Source: an optimization exercise on an open RTL-to-GDS flow (aim: small area, a short achievable clock period and few clock cycles per item). Production flows keep margins and buffers that such runs may drop. Function was checked by simulation only, so behaviour that the tests miss may differ from the original.

==> inputs of run B <==
// fft1024
module fft1024
(
    input clk,
    input rst_n,
    input start,
    output reg finish,
    input clear,
    input [31:0] dout0,
    output reg oce0,
    output reg ce0,
    output reg wre0,
    output reg [10:0] ad0,
    output reg [31:0] din0,
    input [31:0] dout1,
    output reg oce1,
    output reg ce1,
    output reg wre1,
    output reg [10:0] ad1,
    output reg [31:0] din1,
    input [15:0] dout_w,
    output reg oce_w,
    output reg ce_w,
    output reg [10:0] ad_w
);
reg run;             
reg ph;              
reg [3:0] s;         
reg [8:0] u;         
reg gap;             
wire        e0_v = run && (s <= 4'd9) && !gap;
wire        e0_x = (s == 4'd9) && !gap;
wire        e0_b = u[0];
wire [7:0]  e0_bi = u[8:1];
reg  [8:0]  e0_mask;    
always @(*) begin
    case (s)
        4'd0: e0_mask = 9'h000;
        4'd1: e0_mask = 9'h001;
        4'd2: e0_mask = 9'h003;
        4'd3: e0_mask = 9'h007;
        4'd4: e0_mask = 9'h00f;
        4'd5: e0_mask = 9'h01f;
        4'd6: e0_mask = 9'h03f;
        4'd7: e0_mask = 9'h07f;
        default: e0_mask = 9'h0ff;
    endcase
end
wire [8:0] e0_bw  = {1'b0, e0_bi};
wire [8:0] e0_ins = ((e0_bw << 1) & ~{e0_mask[7:0], 1'b1}) | (e0_bw & e0_mask);
wire [8:0] e0_a0  = e0_x ? u : e0_ins;
wire [8:0] e0_a1  = e0_x ? u : (e0_ins | (e0_mask + 9'd1));
reg  [8:0] e0_i;
always @(*) begin
    case (s)
        4'd0: e0_i = 9'd0;
        4'd1: e0_i = {e0_bi[0], 8'd0};
        4'd2: e0_i = {e0_bi[1:0], 7'd0};
        4'd3: e0_i = {e0_bi[2:0], 6'd0};
        4'd4: e0_i = {e0_bi[3:0], 5'd0};
        4'd5: e0_i = {e0_bi[4:0], 4'd0};
        4'd6: e0_i = {e0_bi[5:0], 3'd0};
        4'd7: e0_i = {e0_bi[6:0], 2'd0};
        4'd8: e0_i = {e0_bi[7:0], 1'd0};
        default: e0_i = u;
    endcase
end
wire e0_sr = e0_i > 9'd256;
wire [10:0] e0_adre = e0_sr ? {e0_i - 9'd256, 2'b00} : {9'd256 - e0_i, 2'b00};
wire [10:0] e0_adim = e0_sr ? {9'd0 - e0_i, 2'b00} : {e0_i, 2'b00};
reg       e1_v, e2_v, e3_v;
reg       e1_x, e2_x, e3_x;      
reg       e1_b, e2_b, e3_b;      
reg [8:0] e1_a0, e2_a0;
reg [8:0] e1_a1, e2_a1, e3_a1;
reg       e1_sr, e2_sr;
wire done = run && !ph && (s == 4'd10) && !e1_v && !e2_v && !e3_v;
  ...
export LEC_CHECK = 0
export ABC_AREA = 1
export CAP_MARGIN = 20
export CORE_MARGIN = 2
export CORE_UTILIZATION = 40
export SLEW_MARGIN = 20
create_clock -name core_clock -period 16.0 [get_ports {clk}]
standard.sh (not shown) runs the stock make flow with config.mk's settings and CLKGATE_MAP_FILE= SYNTH_SCRIPT=/design/flow/synth_recipe.tcl, a recipe that flattens the netlist after the stock synthesis.
==> flow/flow/run.sh <==
#!/bin/bash
set -o pipefail
export BUFFER_PORTS_ARGS="-buffer_cell sky130_fd_sc_hd__buf_2"
cp standard.sh standard_copy.txt 2>/dev/null
bash standard.sh > standard.log 2>&1
==> inputs of run P, as changes to run B <==
--- a/flow/design.v
+++ b/flow/design.v
@@ -1404,18 +1404,35 @@
 end
 wire e0_sr = e0_i > 9'd256;
 wire [10:0] e0_adre = e0_sr ? {e0_i - 9'd256, 2'b00} : {9'd256 - e0_i, 2'b00};
 wire [10:0] e0_adim = e0_sr ? {9'd0 - e0_i, 2'b00} : {e0_i, 2'b00};
 reg       e1_v, e2_v, e3_v;
 reg       e1_x, e2_x, e3_x;      
 reg       e1_b, e2_b, e3_b;      
 reg [8:0] e1_a0, e2_a0;
-reg [8:0] e1_a1, e2_a1, e3_a1;
+reg [8:0] e3_a1;
+reg       e1_f, e2_f;    
 reg       e1_sr, e2_sr;
+wire s_inc = !gap && (s <= 4'd9) && (u == 9'd511);
+wire [3:0] e2_s = s - {3'd0, e2_f};
+reg  [8:0] e2_h;
+always @(*) begin
+    case (e2_s)
+        4'd0: e2_h = 9'h001;
+        4'd1: e2_h = 9'h002;
+        4'd2: e2_h = 9'h004;
+        4'd3: e2_h = 9'h008;
+        4'd4: e2_h = 9'h010;
+        4'd5: e2_h = 9'h020;
+        4'd6: e2_h = 9'h040;
+        4'd7: e2_h = 9'h080;
+        default: e2_h = 9'h100;
+    endcase
+end
 wire done = run && !ph && (s == 4'd10) && !e1_v && !e2_v && !e3_v;
 always @(posedge clk or negedge rst_n) begin
     if (!rst_n) begin
         run <= 1'b0;
         ph <= 1'b0;
         s <= 4'd0;
         u <= 9'd0;
         gap <= 1'b0;
@@ -1462,17 +1479,18 @@
         end
     end
 end
 always @(posedge clk) begin
     if (ph) begin
         e1_x <= e0_x;   e2_x <= e1_x;   e3_x <= e2_x;
         e1_b <= e0_b;   e2_b <= e1_b;   e3_b <= e2_b;
         e1_a0 <= e0_a0; e2_a0 <= e1_a0;
-        e1_a1 <= e0_a1; e2_a1 <= e1_a1; e3_a1 <= e2_a1;
+        e3_a1 <= e2_x ? e2_a0 : (e2_a0 | e2_h);
+        e1_f <= s_inc;  e2_f <= e1_f || s_inc;
         e1_sr <= e0_sr; e2_sr <= e1_sr;
     end
 end
 wire r1_0 = e0_v && !e0_x && !e0_b;             
 wire r1_1 = e0_v && (e0_x || e0_b);             
 wire r0_0 = e1_v && (e1_x || !e1_b);            
 wire r0_1 = e1_v && !e1_x && e1_b;              
 wire w0_0 = e2_v && (e2_x || !e2_b);            
CORE_UTILIZATION = 60   (was 40)
PLACE_DENSITY = 0.7   (was unset)
SLEW_MARGIN = 50   (was 20)
==> results.cfg <==
[floorplan]
die_w_um = 291

[synth]
yosysSeqAreaShare_pct = 27.3
synthXorXnorAreaFrac_pct = 2.74

[min_path]
hold_path_end = e2_a1[0]$_DFFE_PP_

[cells_and_area]
ff_latch_area_um2 = 9010
seq_share_pct = 24.7

[critical_path]
path_depth = 15
r2r_cells = 15

[global_routing]
grt_pass1_vias = 25200

[run_status]
outcome = timing/DRC/antenna clean
the above is filed under run B

==> results.cfg <==
[run_status]
outcome = timing/DRC/antenna clean

[cells_and_area]
ff_latch_area_um2 = 8550
seq_share_pct = 23.9

[critical_path]
path_depth = 1

[pwr]
the above is filed under run P

Testbench counts of run B, summed over its fixed seeds: cycles 123,000, ffts 12.
Testbench counts of run P, summed over its fixed seeds: cycles 123,000, ffts 12.

========
==> trial 75 <==
Another version of the RTL of fft1024 (not shown whole).
==> flow/design.v (excerpt) <==
module fft1024
(
    input clk,
    input rst_n,
    input start,
    output reg finish,
    input clear,
    input [31:0] dout0,
    output reg oce0,
    output reg ce0,
    output reg wre0,
    output reg [10:0] ad0,
    output reg [31:0] din0,
    input [31:0] dout1,
    output reg oce1,
    output reg ce1,
    output reg wre1,
    output reg [10:0] ad1,
    output reg [31:0] din1,
    input [15:0] dout_w,
    output reg oce_w,
    output reg ce_w,
    output reg [10:0] ad_w
);
clock: 16.0 ns
lec_check: 0
abc_area: 1
cap_margin: 20
core_margin: 2
core_utilization: 40
cts_cluster_size: 25
slew_margin: 20
Scripts as last shown in full above: flow/flow/run.sh
==> trial 96 (differences from trial 75) <==
--- a/flow/design.v
+++ b/flow/design.v
@@ -1408,13 +1408,13 @@
 reg       e1_v, e2_v, e3_v;
 reg       e1_x, e2_x, e3_x;      
 reg       e1_b, e2_b, e3_b;      
 reg [8:0] e1_a0, e2_a0;
 reg [8:0] e1_a1, e2_a1, e3_a1;
 reg       e1_sr, e2_sr;
-wire done = run && !ph && (s == 4'd10) && !e1_v && !e2_v && !(e3_v && !e3_x);
+wire done = run && !ph && (s == 4'd10) && !e1_v && !e2_v && !e3_v;
 always @(posedge clk or negedge rst_n) begin
     if (!rst_n) begin
         run <= 1'b0;
         ph <= 1'b0;
         s <= 4'd0;
         u <= 9'd0;
@@ -1475,13 +1475,13 @@
 wire r1_1 = e0_v && (e0_x || e0_b);             
 wire r0_0 = e1_v && (e1_x || !e1_b);            
 wire r0_1 = e1_v && !e1_x && e1_b;              
 wire w0_0 = e2_v && (e2_x || !e2_b);            
 wire w0_1 = e2_v && !e2_x && e2_b;              
 wire w1_0 = e3_v && !e3_x && !e3_b;             
-wire w1_1 = (e3_v && !e3_x && e3_b) || (e2_v && e2_x);   
+wire w1_1 = e3_v && (e3_x || e3_b);               
 always @(posedge clk or negedge rst_n) begin
     if (!rst_n) begin
         ce0 <= 1'b0; oce0 <= 1'b0; wre0 <= 1'b0;
         ce1 <= 1'b0; oce1 <= 1'b0; wre1 <= 1'b0;
         ce_w <= 1'b0; oce_w <= 1'b0;
     end
@@ -1507,13 +1507,13 @@
         ad0 <= {2'b00, r1_0 ? e0_a1 : e1_a0};
         ad1 <= {2'b00, r1_1 ? e0_a1 : e1_a0};
         ad_w <= e0_adre;
     end
     else begin
         ad0 <= {2'b00, w0_0 ? e2_a0 : e3_a1};
-        ad1 <= {2'b00, w0_1 ? e2_a0 : (e2_x ? e2_a1 : e3_a1)};
+        ad1 <= {2'b00, w0_1 ? e2_a0 : e3_a1};
         ad_w <= e0_adim;
     end
 end
 reg [14:0] tw;                  
 reg [31:0] x1;                  
 reg [31:0] x0;                  
@@ -1551,13 +1551,13 @@
 always @(posedge clk) begin
     tw <= dout_w[14:0];
     x0 <= (e2_x || !e2_b) ? dout0 : dout1;           
     rrr <= rrr_n;                                     
     rir <= rir_n;                                     
     din0 <= (e2_x || !e2_b) ? y0 : hold;              
-    din1 <= e2_x ? y1 : (e2_b ? y0 : hold);           
+    din1 <= (e2_b && !e2_x) ? y0 : hold;              
     if (!ph)
         x1 <= (e1_x || e1_b) ? dout1 : dout0;
     else
         hold <= y1;
 end
 endmodule
Settings changed: CORE_UTILIZATION 40 to 60, CTS_CLUSTER_SIZE 25 to unset, PLACE_DENSITY set to 0.7.
==> summary of the runs <==
Against trial 75, the routed wire length of trial 96 is lower by 10%.
Of trial 75 and trial 96, trial 75 has the higher clock skew (gap 0.017 ns).
Between trial 75 and trial 96, the lower non-clock buffer count is in trial 96 (gap 6).
Between trial 96 and trial 75, the lower area after synthesis is in trial 96 (gap 2.0%, measured against trial 75).
==> figures <==
| item | trial 96 | trial 75 |
|---|---|---|
| End-of-flow core utilization | 0.654 | 0.447 |
| Launch point of the worst hold path | e1_a1[5]$_DFFE_PP_ | e1_sr$_DFFE_PP_ |
| Proportion of cell area spent on the clock network | 0.0387 | 0.0418 |
| Outcome | finished clean | finished clean |
| Proportion of layout cells with a drive suffix above 1 | 0.0759 | 0.0757 |
| Final nets | 4821 | 5023 |
| Area after detailed placement | 35300 µm² | 36600 µm² |
| Worst slack at placement | 11.63 ns | 11.69 ns |
| Detailed placer's ending HPWL | 66400 µm | 73100 µm |
Testbench counts of trial 75, summed over its fixed seeds: cycles 122,976, ffts 12.
Testbench counts of trial 96, summed over its fixed seeds: cycles 123,000, ffts 12.

========
==> inputs of run a <==
RTL: one of the versions met above, not the one the previous note started from.
Design fft1024, start of the top module:
module fft1024
(
    input clk,
    input rst_n,
    input start,
    output reg finish,
    input clear,
    input [31:0] dout0,
    output reg oce0,
    output reg ce0,
    output reg wre0,
    output reg [10:0] ad0,
    output reg [31:0] din0,
    input [31:0] dout1,
    output reg oce1,
    output reg ce1,
    output reg wre1,
    output reg [10:0] ad1,
    output reg [31:0] din1,
    input [15:0] dout_w,
    output reg oce_w,
    output reg ce_w,
    output reg [10:0] ad_w
);
export LEC_CHECK = 0
export ABC_AREA = 1
export CAP_MARGIN = 20
export CORE_MARGIN = 2
export CORE_UTILIZATION = 60
export GPL_TIMING_DRIVEN = 1
export PLACE_DENSITY = 0.7
export SLEW_MARGIN = 20
create_clock -name core_clock -period 16.0 [get_ports {clk}]
Scripts as last shown in full above: flow/flow/run.sh
==> run b (differences from run a) <==
- CAP_MARGIN: 20 -> 40
- GPL_TIMING_DRIVEN: 1 -> unset
- SLEW_MARGIN: 20 -> 60
==> summary.txt <==
quantity                                                               run b                     run a
Layout buffering overhead excluding clock cells                       4.092%                    2.919%
Total wire length                                                   79620 um                  78860 um
Non-Filler Instances                                                    4647                      4591
Outcome                                             timing/DRC/antenna clean  timing/DRC/antenna clean
Cell area after placement                                         34460 um^2                34010 um^2
Clock period minus worst slack                                      4.300 ns                  4.459 ns
Transition time at the pin with the least slew margin              0.5721 ns                 0.9292 ns
Total length of routed met3 wires                                    6035 um                   6327 um
Arrival time worst endpoint                                          4.77 ns                   4.91 ns
Area growth from synthesis to layout                                  9.727%                    7.967%
DP HPWL                                                             61880 um                  59420 um
Initial antenna violation count                                            0                         2
FF-to-FF setup slack                                                11.70 ns                  11.54 ns
Max-slew headroom                                                     61.46%                    38.05%
Routed length on met2                                               38120 um                  37690 um
Final routed wire length divided by cell count                      17.13 um                  17.18 um
Final worst hold slack                                             0.4237 ns                 0.4234 ns
Latest clock arrival within the worst-skew pair                      0.59 ns                   0.57 ns
Required time at the endpoint of the critical path                  16.47 ns                  16.45 ns
Final design instance area without fill                           35890 um^2                35320 um^2
Critical-path cell with the highest stage delay        sky130_fd_sc_hd__fa_1  sky130_fd_sc_hd__dfxtp_2
Total GRT Usage                                                       29.57%                    29.35%
Testbench counts of run a, summed over its fixed seeds: cycles 123,000, ffts 12.
Testbench counts of run b, summed over its fixed seeds: cycles 123,000, ffts 12.

========
==> job 9782 <==
Another version of the RTL of fft1024 (not shown whole).
// fft1024
module fft1024
(
    input clk,
    input rst_n,
    input start,
    output reg finish,
    input clear,
    input [31:0] dout0,
    output reg oce0,
    output reg ce0,
    output reg wre0,
    output reg [10:0] ad0,
    output reg [31:0] din0,
    input [31:0] dout1,
    output reg oce1,
    output reg ce1,
    output reg wre1,
    output reg [10:0] ad1,
    output reg [31:0] din1,
    input [15:0] dout_w,
    output reg oce_w,
    output reg ce_w,
    output reg [10:0] ad_w
);
==> flow/config.mk <==
export PLATFORM = sky130hd
export DESIGN_NAME = fft1024
export DESIGN_NICKNAME = fft1024
export VERILOG_FILES = /design/flow/design.v
export SDC_FILE = /design/flow/constraint.sdc
export NUM_CORES = 4
export LEC_CHECK = 0
export CAP_MARGIN = 20
export CORE_MARGIN = 2
export CORE_UTILIZATION = 40
export SLEW_MARGIN = 20
==> flow/constraint.sdc <==
create_clock -name core_clock -period 16.0 [get_ports {clk}]
set_input_delay 3.2000 -clock core_clock [delete_from_list [all_inputs] [get_ports {clk}]]
set_output_delay 3.2000 -clock core_clock [all_outputs]
set_load 0.01 [all_outputs]
run.sh (not shown) runs the stock make flow with config.mk's settings and CLKGATE_MAP_FILE= SYNTH_SCRIPT=/design/flow/synth_recipe.tcl, a recipe that flattens the netlist after the stock synthesis.
Stock flow here: none of the scripts above is used.
==> job 8026 (differences from job 9782) <==
--- a/flow/design.v
+++ b/flow/design.v
@@ -1,14 +1,14 @@
 module bfly_mul
 (
     input clk,
     input [15:0] x,
     input [14:0] t,
-    output reg [18:0] s,
-    output reg [18:0] c,
+    output reg [22:0] s,
+    output reg [22:0] c,
     output reg ci
 );
 wire pp1;
 wire pp2;
 wire pp3;
 wire pp4;
 wire pp5;
@@ -1325,19 +1325,19 @@
 assign c655 = (c545 & s598) | (c597 & (c545 ^ s598));
 assign s656 = c549 ^ s600 ^ c599;
 assign c657 = (c549 & s600) | (c599 & (c549 ^ s600));
 assign s658 = c551 ^ s602 ^ c601;
 assign c659 = (c551 & s602) | (c601 & (c551 ^ s602));
 assign s660 = pp225 ^ pp239 ^ c603;
 assign c661 = (pp225 & pp239) | (c603 & (pp225 ^ pp239));
-wire [12:0] lo = {1'b0, {s626, s624, s622, s620, s618, s616, s614, s612, s610, s608, s606, pp1}} + {1'b0, {c625, c623, c621, c619, c617, c615, c613, c611, c609, c607, c605, s604}};
+wire [8:0] lo = {1'b0, {s618, s616, s614, s612, s610, s608, s606, pp1}} + {1'b0, {c617, c615, c613, c611, c609, c607, c605, s604}};
 always @(posedge clk) begin
-    s <= {1'b1, pp240, s660, s658, s656, s654, s652, s650, s648, s646, s644, s642, s640, s638, s636, s634, s632, s630, s628};
-    c <= {1'b0, c661, c659, c657, c655, c653, c651, c649, c647, c645, c643, c641, c639, c637, c635, c633, c631, c629, c627};
-    ci <= lo[12];
+    s <= {1'b1, pp240, s660, s658, s656, s654, s652, s650, s648, s646, s644, s642, s640, s638, s636, s634, s632, s630, s628, s626, s624, s622, s620};
+    c <= {1'b0, c661, c659, c657, c655, c653, c651, c649, c647, c645, c643, c641, c639, c637, c635, c633, c631, c629, c627, c625, c623, c621, c619};
+    ci <= lo[8];
 end
 endmodule
 module fft1024
 (
     input clk,
     input rst_n,
     input start,
@@ -1525,37 +1525,32 @@
     end
 end
 reg [14:0] tw;                  
 reg [31:0] x1;                  
 reg [31:0] x0;                  
 reg [15:0] rrr, rir;            
 reg [31:0] hold;                
-localparam MK = 12;                  
+localparam MK = 8;                  
 wire [30-MK:0] ma_s, ma_c, mb_s, mb_c;
 wire ma_ci, mb_ci;
 bfly_mul mul_a (.clk(clk), .x(x1[31:16]), .t(tw), .s(ma_s), .c(ma_c), .ci(ma_ci));
 bfly_mul mul_b (.clk(clk), .x(x1[15:0]),  .t(tw), .s(mb_s), .c(mb_c), .ci(mb_ci));
-localparam SH = 15 - MK;
-localparam WW = 31 - MK;
-wire [WW-1:0] ci_a = {{(WW-1){1'b0}}, ma_ci};
-wire [WW-1:0] ci_b = {{(WW-1){1'b0}}, mb_ci};
-wire [WW-1:0] e2_m = {WW{e2_sr}};
-wire [WW-1:0] e2_ka = {{(WW-SH-1){1'b0}}, e2_sr, {(SH-1){1'b0}}, e2_sr ^ ma_ci};
-wire [WW-1:0] e2_kb = {{(WW-SH-1){1'b0}}, e2_sr, {(SH-1){1'b0}}, e2_sr ^ mb_ci};
-wire [WW-1:0] rrr_w = (ma_s ^ e2_m) + (ma_c ^ e2_m) + e2_ka;
-wire [WW-1:0] rir_w = (mb_s ^ e2_m) + (mb_c ^ e2_m) + e2_kb;
-wire [15:0] rrr_n = rrr_w[WW-1:SH];
-wire [15:0] rir_n = rir_w[WW-1:SH];
-wire [WW-1:0] rnd = {{(WW-SH){1'b0}}, {SH{1'b1}}};
-wire [WW-1:0] t0re = {x0[31:16], {SH{1'b0}}} + {rrr, {SH{1'b0}}} + mb_s + mb_c + ci_b;
-wire [WW-1:0] t1re = {x0[31:16], {SH{1'b0}}} - {rrr, {SH{1'b0}}} - mb_s - mb_c - ci_b + rnd;
-wire [WW-1:0] t0im = {x0[15:0], {SH{1'b0}}} + {rir, {SH{1'b0}}} - ma_s - ma_c - ci_a + rnd;
-wire [WW-1:0] t1im = {x0[15:0], {SH{1'b0}}} - {rir, {SH{1'b0}}} + ma_s + ma_c + ci_a;
-wire [31:0] y0 = {t0re[WW-1:SH], t0im[WW-1:SH]};
-wire [31:0] y1 = {t1re[WW-1:SH], t1im[WW-1:SH]};
+wire [15-MK:0] la = {1'b0, ma_s[14-MK:0]} + {1'b0, ma_c[14-MK:0]} + {{(15-MK){1'b0}}, ma_ci};
+wire [15-MK:0] lb = {1'b0, mb_s[14-MK:0]} + {1'b0, mb_c[14-MK:0]} + {{(15-MK){1'b0}}, mb_ci};
+wire lca = la[15-MK];
+wire lcb = lb[15-MK];
+wire [15:0] sah = ma_s[30-MK:15-MK], cah = ma_c[30-MK:15-MK];
+wire [15:0] sbh = mb_s[30-MK:15-MK], cbh = mb_c[30-MK:15-MK];
+wire [15:0] e2_m = {16{e2_sr}};
+wire [15:0] rrr_n = (sah ^ e2_m) + (cah ^ e2_m) + {14'd0, e2_sr & ~lca, lca};
+wire [15:0] rir_n = (sbh ^ e2_m) + (cbh ^ e2_m) + {14'd0, e2_sr & ~lcb, lcb};
+wire [31:0] y0 = {x0[31:16] + rrr + sbh + cbh + {15'd0, lcb},
+                  x0[15:0] + rir - sah - cah - {15'd0, lca}};
+wire [31:0] y1 = {x0[31:16] - rrr - sbh - cbh - {15'd0, lcb},
+                  x0[15:0] - rir + sah + cah + {15'd0, lca}};
 always @(posedge clk) begin
     tw <= dout_w[14:0];
     x0 <= (e2_x || !e2_b) ? dout0 : dout1;           
     rrr <= rrr_n;                                     
     rir <= rir_n;                                     
     din0 <= (e2_x || !e2_b) ? y0 : hold;              
     din1 <= e2_x ? y1 : (e2_b ? y0 : hold);           
==> job 9490 (differences from job 9782) <==
--- a/flow/design.v
+++ b/flow/design.v
@@ -1361,128 +1361,118 @@
     output reg [10:0] ad_w
 );
 reg run;             
 reg ph;              
 reg [3:0] s;         
 reg [8:0] u;         
 reg gap;             
-wire        n_valid = (s <= 4'd9) && !gap;
-wire        n_cross = (s == 4'd9) && !gap;
-wire        n_bank  = u[0];
-wire [7:0]  n_b     = u[8:1];
-reg  [8:0]  n_mask;    
+wire        e0_v = run && (s <= 4'd9) && !gap;
+wire        e0_x = (s == 4'd9) && !gap;
+wire        e0_b = u[0];
+wire [7:0]  e0_bi = u[8:1];
+reg  [8:0]  e0_mask;    
 always @(*) begin
     case (s)
-        4'd0: n_mask = 9'h000;
-        4'd1: n_mask = 9'h001;
-        4'd2: n_mask = 9'h003;
-        4'd3: n_mask = 9'h007;
-        4'd4: n_mask = 9'h00f;
-        4'd5: n_mask = 9'h01f;
-        4'd6: n_mask = 9'h03f;
-        4'd7: n_mask = 9'h07f;
-        default: n_mask = 9'h0ff;
+        4'd0: e0_mask = 9'h000;
+        4'd1: e0_mask = 9'h001;
+        4'd2: e0_mask = 9'h003;
+        4'd3: e0_mask = 9'h007;
+        4'd4: e0_mask = 9'h00f;
+        4'd5: e0_mask = 9'h01f;
+        4'd6: e0_mask = 9'h03f;
+        4'd7: e0_mask = 9'h07f;
+        default: e0_mask = 9'h0ff;
     endcase
 end
-wire [8:0] n_bw  = {1'b0, n_b};
-wire [8:0] n_ins = ((n_bw << 1) & ~{n_mask[7:0], 1'b1}) | (n_bw & n_mask);
-wire [8:0] n_a0  = n_cross ? u : n_ins;
-wire [8:0] n_a1  = n_cross ? u : (n_ins | (n_mask + 9'd1));
-reg  [8:0] n_i;
+wire [8:0] e0_bw  = {1'b0, e0_bi};
+wire [8:0] e0_ins = ((e0_bw << 1) & ~{e0_mask[7:0], 1'b1}) | (e0_bw & e0_mask);
+wire [8:0] e0_a0  = e0_x ? u : e0_ins;
+wire [8:0] e0_a1  = e0_x ? u : (e0_ins | (e0_mask + 9'd1));
+reg  [8:0] e0_i;
 always @(*) begin
     case (s)
-        4'd0: n_i = 9'd0;
-        4'd1: n_i = {n_b[0], 8'd0};
-        4'd2: n_i = {n_b[1:0], 7'd0};
-        4'd3: n_i = {n_b[2:0], 6'd0};
-        4'd4: n_i = {n_b[3:0], 5'd0};
-        4'd5: n_i = {n_b[4:0], 4'd0};
-        4'd6: n_i = {n_b[5:0], 3'd0};
-        4'd7: n_i = {n_b[6:0], 2'd0};
-        4'd8: n_i = {n_b[7:0], 1'd0};
-        default: n_i = u;
+        4'd0: e0_i = 9'd0;
+        4'd1: e0_i = {e0_bi[0], 8'd0};
+        4'd2: e0_i = {e0_bi[1:0], 7'd0};
+        4'd3: e0_i = {e0_bi[2:0], 6'd0};
+        4'd4: e0_i = {e0_bi[3:0], 5'd0};
+        4'd5: e0_i = {e0_bi[4:0], 4'd0};
+        4'd6: e0_i = {e0_bi[5:0], 3'd0};
+        4'd7: e0_i = {e0_bi[6:0], 2'd0};
+        4'd8: e0_i = {e0_bi[7:0], 1'd0};
+        default: e0_i = u;
     endcase
 end
-reg       e0_v, e1_v, e2_v, e3_v;
-reg       e0_x, e1_x, e2_x, e3_x;      
-reg       e0_b, e1_b, e2_b, e3_b;      
-reg [8:0] e0_a0, e1_a0, e2_a0;
-reg [8:0] e0_a1, e1_a1, e2_a1, e3_a1;
-reg [8:0] e0_i;
-reg       e1_sr, e2_sr;
 wire e0_sr = e0_i > 9'd256;
 wire [10:0] e0_adre = e0_sr ? {e0_i - 9'd256, 2'b00} : {9'd256 - e0_i, 2'b00};
 wire [10:0] e0_adim = e0_sr ? {9'd0 - e0_i, 2'b00} : {e0_i, 2'b00};
-wire advance = !run || ph;
-wire done = run && !ph && (s == 4'd10) && !e0_v && !e1_v && !e2_v && !(e3_v && !e3_x);
+reg       e1_v, e2_v, e3_v;
+reg       e1_x, e2_x, e3_x;      
+reg       e1_b, e2_b, e3_b;      
+reg [8:0] e1_a0, e2_a0;
+reg [8:0] e1_a1, e2_a1, e3_a1;
+reg       e1_sr, e2_sr;
+wire done = run && !ph && (s == 4'd10) && !e1_v && !e2_v && !(e3_v && !e3_x);
 always @(posedge clk or negedge rst_n) begin
     if (!rst_n) begin
         run <= 1'b0;
         ph <= 1'b0;
         s <= 4'd0;
         u <= 9'd0;
         gap <= 1'b0;
-        e0_v <= 1'b0;
         e1_v <= 1'b0;
         e2_v <= 1'b0;
         e3_v <= 1'b0;
         finish <= 1'b0;
     end
     else begin
         if (clear)
             finish <= 1'b0;
         if (!run) begin
             ph <= 1'b0;
+            e1_v <= 1'b0;
+            e2_v <= 1'b0;
+            e3_v <= 1'b0;
             if (start)
                 run <= 1'b1;
         end
         else begin
             ph <= ~ph;
             if (done) begin
                 run <= 1'b0;
                 finish <= 1'b1;
                 s <= 4'd0;
                 u <= 9'd0;
             end
-        end
-        if (!run) begin
-            e0_v <= start;
-            e1_v <= 1'b0;
-            e2_v <= 1'b0;
-            e3_v <= 1'b0;
-            if (start)
-                u <= 9'd1;
-        end
-        else if (advance) begin
-            e0_v <= n_valid;
-            e1_v <= e0_v;
-            e2_v <= e1_v;
-            e3_v <= e2_v;
-            if (gap) begin
-                gap <= 1'b0;
-            end
-            else if (s <= 4'd9) begin
-                u <= u + 9'd1;
-                if (u == 9'd511) begin
-                    s <= s + 4'd1;
-                    if (s == 4'd8)
-                        gap <= 1'b1;
+            else if (ph) begin
+                e1_v <= e0_v;
+                e2_v <= e1_v;
+                e3_v <= e2_v;
+                if (gap) begin
+                    gap <= 1'b0;
+                end
+                else if (s <= 4'd9) begin
+                    u <= u + 9'd1;
+                    if (u == 9'd511) begin
+                        s <= s + 4'd1;
+                        if (s == 4'd8)
+                            gap <= 1'b1;
+                    end
                 end
             end
         end
     end
 end
 always @(posedge clk) begin
-    if (advance) begin
-        e0_x <= n_cross;  e1_x <= e0_x;  e2_x <= e1_x;  e3_x <= e2_x;
-        e0_b <= n_bank;   e1_b <= e0_b;  e2_b <= e1_b;  e3_b <= e2_b;
-        e0_a0 <= n_a0;    e1_a0 <= e0_a0; e2_a0 <= e1_a0;
-        e0_a1 <= n_a1;    e1_a1 <= e0_a1; e2_a1 <= e1_a1; e3_a1 <= e2_a1;
-        e0_i <= n_i;
-        e1_sr <= e0_sr;   e2_sr <= e1_sr;
+    if (ph) begin
+        e1_x <= e0_x;   e2_x <= e1_x;   e3_x <= e2_x;
+        e1_b <= e0_b;   e2_b <= e1_b;   e3_b <= e2_b;
+        e1_a0 <= e0_a0; e2_a0 <= e1_a0;
+        e1_a1 <= e0_a1; e2_a1 <= e1_a1; e3_a1 <= e2_a1;
+        e1_sr <= e0_sr; e2_sr <= e1_sr;
     end
 end
 wire r1_0 = e0_v && !e0_x && !e0_b;             
 wire r1_1 = e0_v && (e0_x || e0_b);             
 wire r0_0 = e1_v && (e1_x || !e1_b);            
 wire r0_1 = e1_v && !e1_x && e1_b;              
 wire w0_0 = e2_v && (e2_x || !e2_b);            
@@ -1541,19 +1531,25 @@
 wire [WW-1:0] e2_m = {WW{e2_sr}};
 wire [WW-1:0] e2_ka = {{(WW-SH-1){1'b0}}, e2_sr, {(SH-1){1'b0}}, e2_sr ^ ma_ci};
 wire [WW-1:0] e2_kb = {{(WW-SH-1){1'b0}}, e2_sr, {(SH-1){1'b0}}, e2_sr ^ mb_ci};
 wire [WW-1:0] rrr_w = (ma_s ^ e2_m) + (ma_c ^ e2_m) + e2_ka;
 wire [WW-1:0] rir_w = (mb_s ^ e2_m) + (mb_c ^ e2_m) + e2_kb;
 wire [15:0] rrr_n = rrr_w[WW-1:SH];
 wire [15:0] rir_n = rir_w[WW-1:SH];
+wire [WW-1:0] ua = {rrr, {(SH-1){1'b0}}, mb_ci};
+wire [WW-1:0] us = ua ^ mb_s ^ mb_c;
+wire [WW-1:0] uc = {(ua & mb_s) | (ua & mb_c) | (mb_s & mb_c), 1'b0};
+wire [WW-1:0] wa = {rir, {(SH-2){1'b0}}, ~ma_ci, ma_ci};
+wire [WW-1:0] ws = wa ^ ~ma_s ^ ~ma_c;
+wire [WW-1:0] wc = {(wa & ~ma_s) | (wa & ~ma_c) | (~ma_s & ~ma_c), 1'b0};
 wire [WW-1:0] rnd = {{(WW-SH){1'b0}}, {SH{1'b1}}};
-wire [WW-1:0] t0re = {x0[31:16], {SH{1'b0}}} + {rrr, {SH{1'b0}}} + mb_s + mb_c + ci_b;
-wire [WW-1:0] t1re = {x0[31:16], {SH{1'b0}}} - {rrr, {SH{1'b0}}} - mb_s - mb_c - ci_b + rnd;
-wire [WW-1:0] t0im = {x0[15:0], {SH{1'b0}}} + {rir, {SH{1'b0}}} - ma_s - ma_c - ci_a + rnd;
-wire [WW-1:0] t1im = {x0[15:0], {SH{1'b0}}} - {rir, {SH{1'b0}}} + ma_s + ma_c + ci_a;
+wire [WW-1:0] t0re = {x0[31:16], {SH{1'b0}}} + us + uc;
+wire [WW-1:0] t1re = {x0[31:16], {SH{1'b0}}} + ~us + ~uc + rnd + 2;
+wire [WW-1:0] t0im = {x0[15:0], {SH{1'b0}}} + ws + wc + rnd;
+wire [WW-1:0] t1im = {x0[15:0], {SH{1'b0}}} + ~ws + ~wc + 2;
 wire [31:0] y0 = {t0re[WW-1:SH], t0im[WW-1:SH]};
 wire [31:0] y1 = {t1re[WW-1:SH], t1im[WW-1:SH]};
 always @(posedge clk) begin
     tw <= dout_w[14:0];
     x0 <= (e2_x || !e2_b) ? dout0 : dout1;           
     rrr <= rrr_n;                                     
     rir <= rir_n;                                     
==> flow/flow/run.sh (new file) <==
#!/bin/bash
set -o pipefail
export BUFFER_PORTS_ARGS="-buffer_cell sky130_fd_sc_hd__buf_2"
cp standard.sh standard_copy.txt 2>/dev/null
bash standard.sh > standard.log 2>&1
==> flow/standard.sh (new file) <==
#!/bin/bash
# synth_recipe.tcl (not shown) runs the flow's synth.tcl, then flattens the netlist and writes it again
# the make line also repeats each setting of config.mk as NAME=value (left out here)
make -C /OpenROAD-flow-scripts/flow DESIGN_CONFIG=/design/flow/config.mk WORK_HOME=/design/flow/orfs CLKGATE_MAP_FILE= SYNTH_SCRIPT=/design/flow/synth_recipe.tcl "${@:-finish}"
==> flow/config.mk (replaced) <==
export PLATFORM = sky130hd
export DESIGN_NAME = fft1024
export DESIGN_NICKNAME = fft1024
export VERILOG_FILES = /design/flow/design.v
export SDC_FILE = /design/flow/constraint.sdc
export NUM_CORES = 4
export LEC_CHECK = 0
export ABC_AREA = 1
export CAP_MARGIN = 20
export CORE_MARGIN = 2
export CORE_UTILIZATION = 40
export SLEW_MARGIN = 20
removed: flow/run.sh
==> summary.txt <==
Run status: job 8026 timing/DRC/antenna clean; job 9490 timing/DRC/antenna clean; job 9782 timing/DRC/antenna clean
Antenna Cells: job 8026 0; job 9490 0; job 9782 1
Number of fillers in the final layout: job 8026 8339; job 9490 8523; job 9782 8540
Share of synthesized area occupied by flip-flops and latches: job 8026 28.90%; job 9490 26.00%; job 9782 27.39%
Met2 GRT Util: job 8026 35.47%; job 9490 37.98%; job 9782 34.44%
Worst EP required: job 8026 16.51 ns; job 9490 12.80 ns; job 9782 12.80 ns
Instance area after placement: job 8026 38290 um2; job 9490 36560 um2; job 9782 39120 um2
Worst setup path class: job 8026 reg -> reg; job 9490 reg -> out; job 9782 reg -> out
Wire length on met2: job 8026 43.57 mm; job 9490 46.00 mm; job 9782 43.68 mm
Clk cell area share: job 8026 4.579%; job 9490 4.175%; job 9782 4.209%
Rel. slew slack: job 8026 32.65%; job 9490 29.47%; job 9782 34.25%
Clk Latency, worst-skew pair: job 8026 0.63 ns; job 9490 0.64 ns; job 9782 0.65 ns
Max incr delay on CP: job 8026 0.63 ns; job 9490 0.38 ns; job 9782 0.56 ns
Count of non-CTS inverters in the layout: job 8026 625; job 9490 950; job 9782 783
Most used standard cell by instance count after synthesis: job 8026 sky130_fd_sc_hd__inv_1; job 9490 sky130_fd_sc_hd__nand2_1; job 9782 sky130_fd_sc_hd__inv_1
Total wire length: job 8026 89.93 mm; job 9490 96.34 mm; job 9782 94.45 mm
Post-synthesis compound-gate area fraction: job 8026 7.639%; job 9490 6.865%; job 9782 6.848%
Finished Layout Cells: job 8026 4857; job 9490 5436; job 9782 5061
Testbench counts of job 9782, summed over its fixed seeds: cycles 122,976, ffts 12.
Testbench counts of job 8026, summed over its fixed seeds: cycles 122,976, ffts 12.
Testbench counts of job 9490, summed over its fixed seeds: cycles 122,976, ffts 12.

re-timing with driven ports:
The results above use ideal ports. As a check the final layouts listed here were re-extracted and re-timed, cells and wires unchanged. Step 1 (the two cells are an assumption about what drives the block):
set clk [get_ports {clk}]
set_driving_cell -lib_cell sky130_fd_sc_hd__clkbuf_16 $clk
set_driving_cell -lib_cell sky130_fd_sc_hd__buf_2 [delete_from_list [all_inputs] $clk]
Step 2, shift: input delay + t, output delay - t, t = (earliest + latest rising clock arrival at the registers) / 2. This alone moves slack from input paths to output paths. Slacks: ideal ports / drivers / drivers and shift; pairs: ideal ports / drivers.
run	t, ns	setup WS [ns]	slew at the worst register clock pin (ns)
run B of note 1	0.660	11.527 / 11.527 / 11.527	0.08 / 0.08
run P of note 1	0.631	11.703 / 11.641 / 11.706	0.08 / 0.08
trial 75	0.686	11.647 / 11.578 / 11.718	0.07 / 0.07
trial 96	0.655	11.680 / 11.615 / 11.555	0.06 / 0.06
run a of note 3	0.625	11.541 / 11.541 / 11.541	0.06 / 0.06
run b of note 3	0.641	11.700 / 11.646 / 11.700	0.08 / 0.08
job 9782	0.696	11.192 / 11.121 / 11.468	0.07 / 0.07
job 8026	0.679	10.464 / 10.464 / 10.464	0.07 / 0.07
job 9490	0.686	11.647 / 11.578 / 11.718	0.07 / 0.07
After both steps setup and hold are still met in every run listed. The setup slack of trial 96, which loses most, moves by -0.065 ns with the drivers and by -0.125 ns with both steps.
